Context: an optimization exercise on an open-source flow, tuned for small area and a short achievable clock period. The choices shown serve that exercise and are no tape-out recipe.
Only simulation tests tie the RTL to the original design; equivalence was not proved.

`flow/config.mk`:
```
export PLATFORM = sky130hd
export DESIGN_NAME = cordic_stream
export DESIGN_NICKNAME = cordic_stream
export VERILOG_FILES = /design/flow/design.v
export SDC_FILE = /design/flow/constraint.sdc
export NUM_CORES = 4
export LEC_CHECK = 0
export CAP_MARGIN = 20
export CORE_MARGIN = 2
export CORE_UTILIZATION = 40
export SLEW_MARGIN = 20
```
`flow/constraint.sdc`:
```
create_clock -name core_clock -period 5.0 [get_ports {clk}]
set_input_delay 1.0000 -clock core_clock [delete_from_list [all_inputs] [get_ports {clk}]]
set_output_delay 1.0000 -clock core_clock [all_outputs]
set_load 0.01 [all_outputs]
```
`flow/design.v`:
```
`timescale 1ns / 1ps
module cordic_single_stage #(parameter m = 6, parameter n = 10, parameter iter_length = 4)(clk, x_in, y_in, z_in, i, atan, x_out, y_out, z_out);
	input clk;
	input signed [m + n - 1:0] x_in, y_in, z_in;
	input signed [m + n - 1:0] atan;
	input [iter_length - 1:0] i;
	output reg [m + n - 1:0] x_out, y_out, z_out;
	reg signed [1:0] d;	
	always @(posedge clk) begin
		d = z_in[m + n - 1] == 1'b0 ? 1 : -1;
		x_out <= x_in - d * (y_in >>> i);
		y_out <= y_in + d * (x_in >>> i);
		z_out <= z_in - d * atan;
	end
endmodule
`timescale 1ns / 1ps
module cordic_pipeline(clk, x0, y0, z0, out_x, out_y, out_z);
	parameter M = 6;
	parameter N = 10;
	parameter ITER_BIT = 4;
	parameter ITER_COUNT = 11;
	input clk;
	input signed [M + N - 1:0] x0;
	input signed [M + N - 1:0] y0;
	input signed [M + N - 1:0] z0;
	output signed [M + N - 1:0] out_x;
	output signed [M + N - 1:0] out_y;
	output signed [M + N - 1:0] out_z;
	reg signed [M + N - 1:0] atan_lut [ITER_COUNT:0];
	initial begin
		atan_lut[0] = 16'b0000001100100100;
		atan_lut[1] = 16'b0000000111011010;
		atan_lut[2] = 16'b0000000011111010;
		atan_lut[3] = 16'b0000000001111111;
		atan_lut[4] = 16'b0000000000111111;
		atan_lut[5] = 16'b0000000000011111;
		atan_lut[6] = 16'b0000000000001111;
		atan_lut[7] = 16'b0000000000000111;
		atan_lut[8] = 16'b0000000000000011;
		atan_lut[9] = 16'b0000000000000001;
		atan_lut[10] = 16'b0000000000000000;
		atan_lut[11] = 16'b0000000000000000;
	end
	wire signed [M + N - 1:0] x_values [ITER_COUNT:0];
	wire signed [M + N - 1:0] y_values [ITER_COUNT:0];
	wire signed [M + N - 1:0] z_values [ITER_COUNT:0];
	assign x_values[0] = x0;
	assign y_values[0] = y0;
	assign z_values[0] = z0;
	genvar i;
	generate
		for (i = 0; i < ITER_COUNT; i = i + 1)
			begin
				cordic_single_stage #(.m(M), .n(N), .iter_length(ITER_BIT)) stage (
					 .clk(clk), 
					 .x_in(x_values[i]), 
					 .y_in(y_values[i]), 
					 .z_in(z_values[i]), 
					 .i(i), 
					 .atan(atan_lut[i]), 
					 .x_out(x_values[i + 1]), 
					 .y_out(y_values[i + 1]), 
					 .z_out(z_values[i + 1])
				);
			end
	endgenerate
	assign out_x = x_values[ITER_COUNT];
	assign out_y = y_values[ITER_COUNT];
	assign out_z = z_values[ITER_COUNT];
endmodule
module cordic_stream (
  input  wire        clk,
  input  wire        rst,
  input  wire        in_valid,
  input  wire [15:0] x0,
  input  wire [15:0] y0,
  input  wire [15:0] z0,
  output wire        out_valid,
  output wire [15:0] out_x,
  output wire [15:0] out_y,
  output wire [15:0] out_z
);
  reg [10:0] valid_sr;
  always @(posedge clk) begin
    if (rst)
      valid_sr <= 11'd0;
    else
      valid_sr <= {valid_sr[9:0], in_valid};
  end
  assign out_valid = valid_sr[10];
  cordic_pipeline core (
    .clk(clk), .x0(x0), .y0(y0), .z0(z0),
    .out_x(out_x), .out_y(out_y), .out_z(out_z)
  );
endmodule
```
`flow/run.sh`:
```
#!/bin/bash
# synth_recipe.tcl (not shown) runs the flow's synth.tcl, then flattens the netlist and writes it again
# the make line also repeats each setting of config.mk as NAME=value (left out here)
make -C /OpenROAD-flow-scripts/flow DESIGN_CONFIG=/design/flow/config.mk WORK_HOME=/design/flow/orfs CLKGATE_MAP_FILE= SYNTH_SCRIPT=/design/flow/synth_recipe.tcl finish
```
==> impl_metrics.csv <==
group,metric,value,unit
outcome,status,"complete, no violations",
finish,nets,6429,
timing,min_period,3.78,ns
timing,slew_headroom,35.0,%
setup_path,worstPathRequired,5.51,ns
clock_tree,clkLatencyLatePin,0.64,ns
setup_path,end_kind,"register",
global_route,grt-ovfl-total,0,
detailed_routing,drc,0,
finish,antenna_cells,0,
synth,synth_seq_cells,539,
worst_hold_path,hp-start,"core.genblk1[9].stage.z_out[1]$_DFF_P_",
timing,slew_violations,0,
worst_hold_path,hold_path_depth,0,
detailed_routing,ant_nets,0,
setup_path,max_stage_delay,0.46,ns
floorplan,die_x,343,µm
timing,fmax,264,MHz
global_route,grt_max_degree,30,
clock_tree,clock_sinks,539,
placement,dpl.cell_count,6788,
synth,ys_async_sr_fraction,0,%
timing,fin_ws,1.22,ns
synth,yosys.cell_types.count,84,
worst_hold_path,hold_path.class,"reg2reg",
flow_run,cap_violations,0,
detailed_routing,drt-total-wl,91400,µm
setup_path,crit_fanout,29,
clock_tree,htreeDepth,3,
placement,port_buffers,99,
timing,setup_viol,0,
clock_tree,clk_pin_slew,0.05,ns
synth,syn_avg_cell_area,8.77,µm²
synth,synth_area,46000,µm²
global_route,grt_usage,15.9,%
synth,synth_edf_count,0,
placement,hpwl,75500,µm
detailed_routing,wire_per_inst,13.2,µm
placement,preCtsSetupSlack,0.621,ns
setup_path,r2r_end,"core.genblk1[8].stage.x_out[14]$_DFF_P_",
setup_path,r2r_cells,13,
clock_tree,cts_made_buffers,71,
setup_path,crit_chain,"clkdlybuf4s50_1 > inv_1 > buf_4 > nor2_1 > ha_1 > inv_1 > fa_1 > ha_1 > o21ai_0 > a31oi_1 > o21ai_1 > o311ai_1 > a21oi_1 > xnor2_1",
floorplan,core-area,114000,µm²
detailed_routing,drtIter0Drc,1296,
timing,holdWs,0.328,ns
setup_path,path_class,"in2reg",
global_route,grt_pass1_vias,33600,
clock_tree,ctsHoldBuffers,0,
clock_tree,cts_resized,0,
synth,synth_nets,6324,
timing,tightest_slew,0.969,ns
placement,place_congestion,0.868,
timing,fin_setup_tns,0,ns
clock_tree,cts_setup_buffers,0,
worst_hold_path,min_to,"core.genblk1[10].stage.z_out[1]$_DFF_P_",
global_route,grt_pass1_wl,158000,µm
setup_path,crit_slowest_cell,"clkdlybuf4s50_1",
setup_path,r2r_setup_slack,1.23,ns
clock_tree,cts_tree,"done",
floorplan,dieArea,118000,µm²
synth,ys.flop_type,"dfxtp_1",
finish,drive_gt1_share,3.91,%
floorplan,num_rows,124,
setup_path,arrival,4.29,ns
clock_tree,clockRootBuffer,"clkbuf_16",
setup_path,crit_path_start_kind,"primary input",
detailed_routing,vias,34100,
timing,hold_violations,0,
finish,layout_commonest_cell,"inv_1",
timing,finClkSkew,0.0329,ns
timing,fin_crit_sh,75.7,%
timing,rsz0062_at_grt,"false",
floorplan,die_y,343,µm
clock_tree,clockBufferDepth,3,
floorplan,initial_core_util,40.3,%
synth,syn_inst,5244,
global_route,antenna_found_initial,0,
finish,instances_no_fill,6915,
floorplan,io_pins,100,
finish,area_delta_synth_final,11.1,%
setup_path,regToRegStartpoint,"core.genblk1[7].stage.z_out[15]$_DFF_P_",
detailed_routing,dr.pass1.iters,5,
finish,mostFrequentLayoutCells,"inv_1, ha_1, dfxtp_1",
synth,ys_seq_area_share,23.5,%
detailed_routing,via_per_inst,4.93,
synth,yosys_warnings,14,
-- cell usage after synthesis (22+ instances only) --
cell,instances,area share [%]
o21bai_1,32,0.52
ha_1,793,22
nor2_1,464,3.8
a211oi_1,52,0.85
o21ai_0,118,1.3
inv_1,829,6.8
fa_1,236,10
and2_1,26,0.35
xnor2_1,336,6.4
or2_2,49,0.67
a21oi_1,330,3.6
nor3_1,79,0.86
nand3_1,63,0.69
o21a_1,79,1.3
nand2_1,167,1.4
nor2b_1,96,1.3
nand2b_1,82,1.1
o211ai_1,37,0.60
o21ai_1,88,0.96
nand4_1,31,0.42
a21o_1,120,2.0
mux2i_1,22,0.48
and3_1,37,0.50
dfxtp_1,539,23
a31oi_1,33,0.45
xor2_1,110,2.1
clkbuf_1,82,0.67
-- metal layers --
layer / wire, µm / part of all wire (%) / vias up / track usage [%]
li1: - / - / 17900 / -
met1: 42500 / 47 / 15700 / 19.8
met2: 44300 / 48 / 369 / 28.8
met3: 2570 / 2.8 / 135 / 2.08
met4: 2070 / 2.3 / 0 / 4.28
met5: 0 / 0 / - / 0
-- worst max-delay path: cells and delay by family --
kind / cells / cell delay (ns)
compound gates: 5 / 1.01
xor+xnor: 1 / 0.14
buf+inv: 4 / 1.00
simple gates: 1 / 0.10
fa+ha+maj: 3 / 1.04
-- logic make-up after synthesis --
group	share of synthesized area, %
AO/OA/AOI/OAI	15.4
multiplexers	0.748
flip-flops	23.5
AND/OR/NAND/NOR	12.5
buffers and inverters	7.54
adder cells (fa/ha/maj)	31.9
XOR/XNOR	8.50
-- metrics by stage --
stage                     utilization, %  instance area, µm²
after floorplan                        -               46000
after global placement              42.6               48700
after detailed placement            42.6               48700
after CTS                           44.7               51100
after global routing                44.7               51100
final                               44.7               51100
-- state kept, by name, indices dropped and copies added (netlist names) --
register                  cells
core.genblk1.stage.x_out    176
core.genblk1.stage.z_out    176
core.genblk1.stage.y_out    176
valid_sr                     11
-- worst max-delay path by stage --
| stage | cells after the start | slack, ns | from | to |
|---|---|---|---|---|
| 6_report | 14 | 1.22 | z0[15] | core.genblk1[0].stage.x_out[15]$_DFF_P_ |
| 2_1_floorplan | 15 | 0.95 | z0[15] | core.genblk1[0].stage.x_out[14]$_DFF_P_ |
| 5_1_grt | 12 | 0.95 | core.genblk1[2].stage.z_out[15]$_DFF_P_ | core.genblk1[3].stage.y_out[14]$_DFF_P_ |
| 3_3_place_gp | 14 | 0.67 | z0[15] | core.genblk1[0].stage.x_out[15]$_DFF_P_ |
| 3_5_place_dp | 14 | 0.62 | z0[15] | core.genblk1[0].stage.x_out[15]$_DFF_P_ |
| 4_1_cts | 13 | 1.18 | core.genblk1[7].stage.z_out[15]$_DFF_P_ | core.genblk1[8].stage.x_out[14]$_DFF_P_ |
-- layout make-up --
type / instances / area, µm²
inverters: 836 / 3140
repair buffers: 119 / 1140
clock buffers: 102 / 2090
clock inverters: 25 / 307
flip-flops and latches: 539 / 10800
well taps: 1512 / 1890
fillers: 11300 / 63100
multi-input cells: 3782 / 31700

[static timing again, ports no longer ideal]
No port has a modelled driver above. Below, the same layout with a new extraction and two added sets of constraints.
Step 1, drivers: a clkbuf_16 drives clk and a buf_2 each remaining input, both assumed.
Step 2 adds t to the input delays and takes it off the output delays; t is the mean of the earliest and latest rising clock arrival at the registers after step 1. Input paths then give back, and output paths get back, about the clock's delay inside the block.
Slacks: ideal ports / drivers / drivers and shift; pairs: ideal ports / drivers.
t (ns): 0.693
slack for setup (ns): 1.217 / 1.229 / 0.571
hold WS [ns]: 0.328 / 0.328 / 0.328
pins driven straight from the clock port: 1
After both steps setup and hold are still met in this run. The setup slack of this run moves by +0.012 ns with the drivers and by -0.646 ns with both steps.
